This design comes from an exercise in tuning for small area and a short achievable clock period on the open sky130 flow, not from production work. Where RTL was checked, it was by simulation tests only, not by an equivalence proof against the original.

## run A
## fir_bandstop
module fir_bandstop ( clk, in, out );
input  wire clk;
input  wire [15:0]in;
output wire [57:0]out;
wire [33:0] y;
wire ys;
wire [23:0] sg;
fir fir_bs_inst(
	.clk(clk),
	.in(in),
	.y(y),
	.ys(ys)
	);
genvar i;
generate
	for (i=0; i<24; i=i+1) begin: sign
		fir_sreg r ( .clk(clk), .d(ys), .q(sg[i]) );
	end
endgenerate
assign out = {sg, y};
endmodule
For scale: ~3700 cells after synthesis, about 930 flip-flops, about 75 I/O pins, about 54000 um^2 of cells after synthesis.
clock: 12.0 ns
lec_check: 0
cap_margin: 20
core_margin: 2
core_utilization: 50
cts_cluster_diameter: 60
cts_cluster_size: 30
slew_margin: 20
synth_hierarchical: 1
synth_minimum_keep_size: 0
standard.sh (not shown) runs the stock make flow with config.mk's settings and CLKGATE_MAP_FILE= SYNTH_SCRIPT=/design/flow/synth_recipe.tcl, a recipe that flattens the netlist after the stock synthesis.
==> flow/flow/run.sh <==
#!/bin/bash
set -euo pipefail
export BUFFER_PORTS_ARGS="-buffer_cell sky130_fd_sc_hd__buf_2"
export SETUP_SLACK_MARGIN=8.6
export CTS_ARGS="-sink_clustering_enable -repair_clock_nets -sink_clustering_size 24 -sink_clustering_max_diameter 45 -root_buf sky130_fd_sc_hd__clkbuf_16 -sink_clustering_buffer sky130_fd_sc_hd__clkbuf_8 -dont_use_dummy_load"
bash standard.sh > standard.log 2>&1   # ORFS's own logs stay under orfs/logs/
Run A did not stop at any stage, and its layout met the timing, design-rule and antenna checks.
> inputs changed (run A -> run B)
Settings: an added ABC_AREA of 1.
-- flow/flow/run.sh --
<<< run A, line 4
export SETUP_SLACK_MARGIN=8.6
>>> run B, line 4
export SETUP_SLACK_MARGIN=8.5
Notes after the runs:
The run showing the smaller worst reg-to-reg path cell count is run B.
Clock network contribution to total cell area: run B higher than run A
In the flow results for run B and run A, the number of distinct library cells after synthesis is larger on run A.
Wire: run B routes more than run A
STATUS worst setup slack: run B loses against run A
Run A has a higher layout cell share with drive strength beyond 1 than run B.
Taking run A as 1.0, run B lands at 1.3 on synthesized cell count.
Comparing run B with run A, the core occupancy in the finished layout came out essentially unchanged.
The following lists how run C was set up differently from run B:
Settings: removing ABC_AREA (formerly 1).
==> flow/flow/run.sh <==
#!/bin/bash
set -euo pipefail
export BUFFER_PORTS_ARGS="-buffer_cell sky130_fd_sc_hd__buf_2"
export SETUP_SLACK_MARGIN=8.5
export CTS_ARGS="-sink_clustering_enable -repair_clock_nets -sink_clustering_size 20 -sink_clustering_max_diameter 50 -root_buf sky130_fd_sc_hd__clkbuf_16 -sink_clustering_buffer sky130_fd_sc_hd__clkbuf_8 -dont_use_dummy_load"
bash standard.sh > standard.log 2>&1   # ORFS's own logs stay under orfs/logs/
Notes after the runs:
Looking at layout clock buffer count, run C sits 20 lower than run B does.
Diff run B -> run C | final worst hold slack | increase of 0.051 ns
Register fraction of the total cell area came out higher on run C than on run B.
Count of routing violations after the opening detailed-route iteration | run C below run B
Final critical-path share of the clock period: run C vs run B, no meaningful difference
Run C vs run B: sequential standard cell area down slightly
The start point of the critical path comes out sign[5].r.q in one run and sign[11].r.q in the other, namely in run B and run C respectively.
Run C vs. run B: setup slack has increased.
As far as count of flip-flops and latches is concerned, run B and run C perform about the same.
Run C vs run B: first-pass GRT wire length down by more than 10%
diff inputs: run C => run D
==> flow/flow/run.sh <==
#!/bin/bash
set -euo pipefail
export BUFFER_PORTS_ARGS="-buffer_cell sky130_fd_sc_hd__buf_2"
export SETUP_SLACK_MARGIN=8.5
export CTS_ARGS="-sink_clustering_enable -repair_clock_nets -sink_clustering_size 24 -sink_clustering_max_diameter 45 -root_buf sky130_fd_sc_hd__clkbuf_16 -sink_clustering_buffer sky130_fd_sc_hd__clkbuf_8 -dont_use_dummy_load"
bash standard.sh > standard.log 2>&1   # ORFS's own logs stay under orfs/logs/
Notes after the runs:
Every run (run D and run C) finished clean. For run D, the highest metal layer with signal wires was met5, unlike run C, where it was met4. On clock network contribution to total cell area, run C tracks run D almost exactly. Going from run C to run D, global-route wire length before repair roughly the same; wire length roughly the same. Diff run D..run C | area of all placed cells without fillers | negligible. Per the comparison of run D with run C, length of the first detailed-routing pass in iterations went down 1; final standard cell count with taps included and fillers excluded was more or less identical; all-layer global routing usage now sits at about the same level. Comparing run D against run C, there is no change at all in starting density of the core.

---

Another version of the RTL of fir_bandstop (not shown whole).
Size: about 3700 cells after synthesis, about 75 I/O pins.
clock: 12.0 ns
lec_check: 0
cap_margin: 20
core_margin: 2
core_utilization: 50
cts_cluster_diameter: 45
cts_cluster_size: 40
slew_margin: 20
synth_hierarchical: 1
synth_minimum_keep_size: 0
==> flow/flow/run.sh <==
#!/bin/bash
set -euo pipefail
export BUFFER_PORTS_ARGS="-buffer_cell sky130_fd_sc_hd__buf_2"
export SETUP_SLACK_MARGIN=8.45
bash standard.sh > standard.log 2>&1
Edit:
==> flow/flow/run.sh (replaced) <==
#!/bin/bash
set -euo pipefail
export BUFFER_PORTS_ARGS="-buffer_cell sky130_fd_sc_hd__buf_2"
export SETUP_SLACK_MARGIN=8.7
bash standard.sh > standard.log 2>&1
--- a/flow/config.mk
+++ b/flow/config.mk
@@ -8,7 +8,7 @@
 export CAP_MARGIN = 20
 export CORE_MARGIN = 2
-export CORE_UTILIZATION = 50
-export CTS_CLUSTER_DIAMETER = 45
-export CTS_CLUSTER_SIZE = 40
+export CORE_UTILIZATION = 60
+export CTS_CLUSTER_DIAMETER = 60
+export CTS_CLUSTER_SIZE = 30
 export SLEW_MARGIN = 20
 export SYNTH_HIERARCHICAL = 1
After rerunning: The changed run finished with timing, DRC and antenna clean. Core utilization came out higher by 11 points. Routed wire length increases by 11%. Worst hold slack improves by 0.011 ns. Count of clock-buffer cells in the layout drops by 41. Synthesized cell count is unchanged. Sequential cell count does not change.
Edit:
==> flow/flow/run.sh (replaced) <==
#!/bin/bash
# The standard layout (the standard.sh: ORFS synthesis to final layout), with one change:
# the buffers that ORFS puts on every input and output port are sky130_fd_sc_hd__buf_2
# instead of the delay cell that buffer_ports picks by default.
set -euo pipefail
export BUFFER_PORTS_ARGS="-buffer_cell sky130_fd_sc_hd__buf_2"
bash standard.sh > standard.log 2>&1
--- a/flow/config.mk
+++ b/flow/config.mk
@@ -8,5 +8,5 @@
 export CAP_MARGIN = 20
 export CORE_MARGIN = 2
-export CORE_UTILIZATION = 60
+export CORE_UTILIZATION = 50
 export CTS_CLUSTER_DIAMETER = 60
 export CTS_CLUSTER_SIZE = 30
The changed run completed without violations. Worst setup slack loses 0.29 ns. Final area went down by 2.4%. Fmax went down by 7.6%. Clock skew went down by 0.021 ns. Count of clock-buffer cells in the layout went up by 14. Critical path depth went up by 5. Wire length went down by 12%. Global-route usage went down by 12 points. Core utilization went down by 12 points. Die area went up by 20%.
Edit:
==> flow/flow/run.sh (replaced) <==
#!/bin/bash
set -euo pipefail
export BUFFER_PORTS_ARGS="-buffer_cell sky130_fd_sc_hd__buf_2"
export SETUP_SLACK_MARGIN=8.6
export CTS_ARGS="-sink_clustering_enable -repair_clock_nets -sink_clustering_size 20 -sink_clustering_max_diameter 50 -root_buf sky130_fd_sc_hd__clkbuf_16 -sink_clustering_buffer sky130_fd_sc_hd__clkbuf_8 -dont_use_dummy_load"
bash standard.sh > standard.log 2>&1   # ORFS's own logs stay under orfs/logs/
--- a/flow/config.mk
+++ b/flow/config.mk
@@ -8,5 +8,5 @@
 export CAP_MARGIN = 20
 export CORE_MARGIN = 2
-export CORE_UTILIZATION = 50
+export CORE_UTILIZATION = 62
 export CTS_CLUSTER_DIAMETER = 60
 export CTS_CLUSTER_SIZE = 30
What happened: The changed run went through all stages and came out clean. Core utilization goes up by 12 points. Via count grows by a few percent. Area after synthesis does not change. Hold slack degrades by 0.011 ns. Non-clock buffer count grows by 48. Die area went down by about a fifth. Clock skew is higher by 0.053 ns.

---

Another version of the RTL of fir_bandstop (not shown whole).
Size in the first run: ~990 flip-flops.
Settings: LEC_CHECK=0, CAP_MARGIN=20, CORE_MARGIN=2, CORE_UTILIZATION=50, CTS_CLUSTER_DIAMETER=60, CTS_CLUSTER_SIZE=30, SLEW_MARGIN=20, SYNTH_HIERARCHICAL=1, SYNTH_MINIMUM_KEEP_SIZE=0; clock period 12.0 ns.
==> flow/flow/run.sh <==
#!/bin/bash
set -euo pipefail
export BUFFER_PORTS_ARGS="-buffer_cell sky130_fd_sc_hd__buf_2"
export SETUP_SLACK_MARGIN=8.45
bash standard.sh > standard.log 2>&1
Edit:
==> flow/flow/run.sh (replaced) <==
#!/bin/bash
set -euo pipefail
export BUFFER_PORTS_ARGS="-buffer_cell sky130_fd_sc_hd__buf_2"
export SETUP_SLACK_MARGIN=8.6
export CTS_ARGS="-sink_clustering_enable -repair_clock_nets -sink_clustering_size 20 -sink_clustering_max_diameter 50 -root_buf sky130_fd_sc_hd__clkbuf_16 -sink_clustering_buffer sky130_fd_sc_hd__clkbuf_8 -dont_use_dummy_load"
bash standard.sh > standard.log 2>&1   # ORFS's own logs stay under orfs/logs/
Cell count hardly moves.
Sequential share of layout area rose by 0.65 points.
Clock skew grows by 0.059 ns.
Cell area falls by 0.74%.
Synthesized cell count stays the same.
Routed wire length is higher by 1.3%.
Worst hold slack degrades by 0.033 ns.
No run of this note included a check of the RTL's function; only the layout flow was run.

---

fir_bandstop with an RTL version that a note above also has.
Size in the first run: about 3700 cells after synthesis, roughly 930 flip-flops, ~75 I/O pins, ~56000 sq um of cells after synthesis.
export LEC_CHECK = 0
export CAP_MARGIN = 20
export CORE_MARGIN = 2
export CORE_UTILIZATION = 50
export CTS_CLUSTER_DIAMETER = 60
export CTS_CLUSTER_SIZE = 30
export SLEW_MARGIN = 20
export SYNTH_HIERARCHICAL = 1
export SYNTH_MINIMUM_KEEP_SIZE = 0
create_clock -name core_clock -period 12.0 [get_ports {clk}]
==> flow/flow/run.sh <==
#!/bin/bash
set -euo pipefail
export BUFFER_PORTS_ARGS="-buffer_cell sky130_fd_sc_hd__buf_2"
export SETUP_SLACK_MARGIN=8.45
export CTS_ARGS="-sink_clustering_enable -repair_clock_nets -sink_clustering_size 12 -sink_clustering_max_diameter 40 -root_buf sky130_fd_sc_hd__clkbuf_16 -sink_clustering_buffer sky130_fd_sc_hd__clkbuf_4 -dont_use_dummy_load"
bash standard.sh > standard.log 2>&1
The first run finished with timing, DRC and antenna clean.
Edit:
==> flow/flow/run.sh (replaced) <==
#!/bin/bash
# The standard layout (the standard.sh: ORFS synthesis to final layout), with one change:
# the buffers that ORFS puts on every input and output port are sky130_fd_sc_hd__buf_2
# instead of the delay cell that buffer_ports picks by default.
set -euo pipefail
export BUFFER_PORTS_ARGS="-buffer_cell sky130_fd_sc_hd__buf_2"
export SETUP_SLACK_MARGIN=8.3
bash standard.sh > standard.log 2>&1
=> Global-route usage shrinks by 0.45 points; sequential cell count stays the same; clock skew shrinks by 0.053 ns; worst hold slack gains 0.027 ns.

## what the ideal ports hide
The flow's constraints put no driver on any port. The routed layouts listed below were extracted and timed again, unchanged, in two steps.
Step 1: set_driving_cell puts a clkbuf_16 on clk and a buf_2 on each other input, an assumption about the parent block.
Step 2 times the ports against the registers' clock, not the clock port: input delays grow and output delays shrink by t, the midpoint of the rising clock arrivals with the driver on.
Slacks: no drivers / after step 1 / after step 2; pairs: no drivers / after step 1.
run	t (ns)	setup slack, ns	hold slack, ns	latest minus earliest clock arrival (ns)
run A	0.704	8.492 / 8.419 / 8.550	0.287 / 0.287 / 0.287	0.078 / 0.078
run B	0.751	8.466 / 8.387 / 8.501	0.251 / 0.251 / 0.251	0.103 / 0.104
run C	0.691	8.480 / 8.411 / 8.513	0.302 / 0.302 / 0.302	0.101 / 0.101
run D	0.705	8.488 / 8.421 / 8.535	0.293 / 0.293 / 0.293	0.075 / 0.076
the first run of note 2	0.782	8.439 / 8.361 / 8.446	0.313 / 0.313 / 0.313	0.041 / 0.041
the second run of note 2	0.768	8.394 / 8.320 / 8.587	0.324 / 0.324 / 0.324	0.057 / 0.057
the third run of note 2	0.774	8.099 / 8.099 / 8.099	0.317 / 0.317 / 0.317	0.036 / 0.035
the fourth run of note 2	0.716	8.436 / 8.360 / 8.565	0.306 / 0.306 / 0.306	0.092 / 0.092
the first run of note 3	0.741	8.490 / 8.418 / 8.492	0.319 / 0.319 / 0.319	0.036 / 0.036
the second run of note 3	0.718	8.463 / 8.385 / 8.564	0.285 / 0.285 / 0.285	0.097 / 0.098
the first run of note 4	0.769	8.415 / 8.337 / 8.415	0.292 / 0.292 / 0.292	0.094 / 0.094
the second run of note 4	0.774	8.299 / 8.299 / 8.299	0.319 / 0.319 / 0.319	0.034 / 0.034
After both steps setup and hold are still met in every run listed.
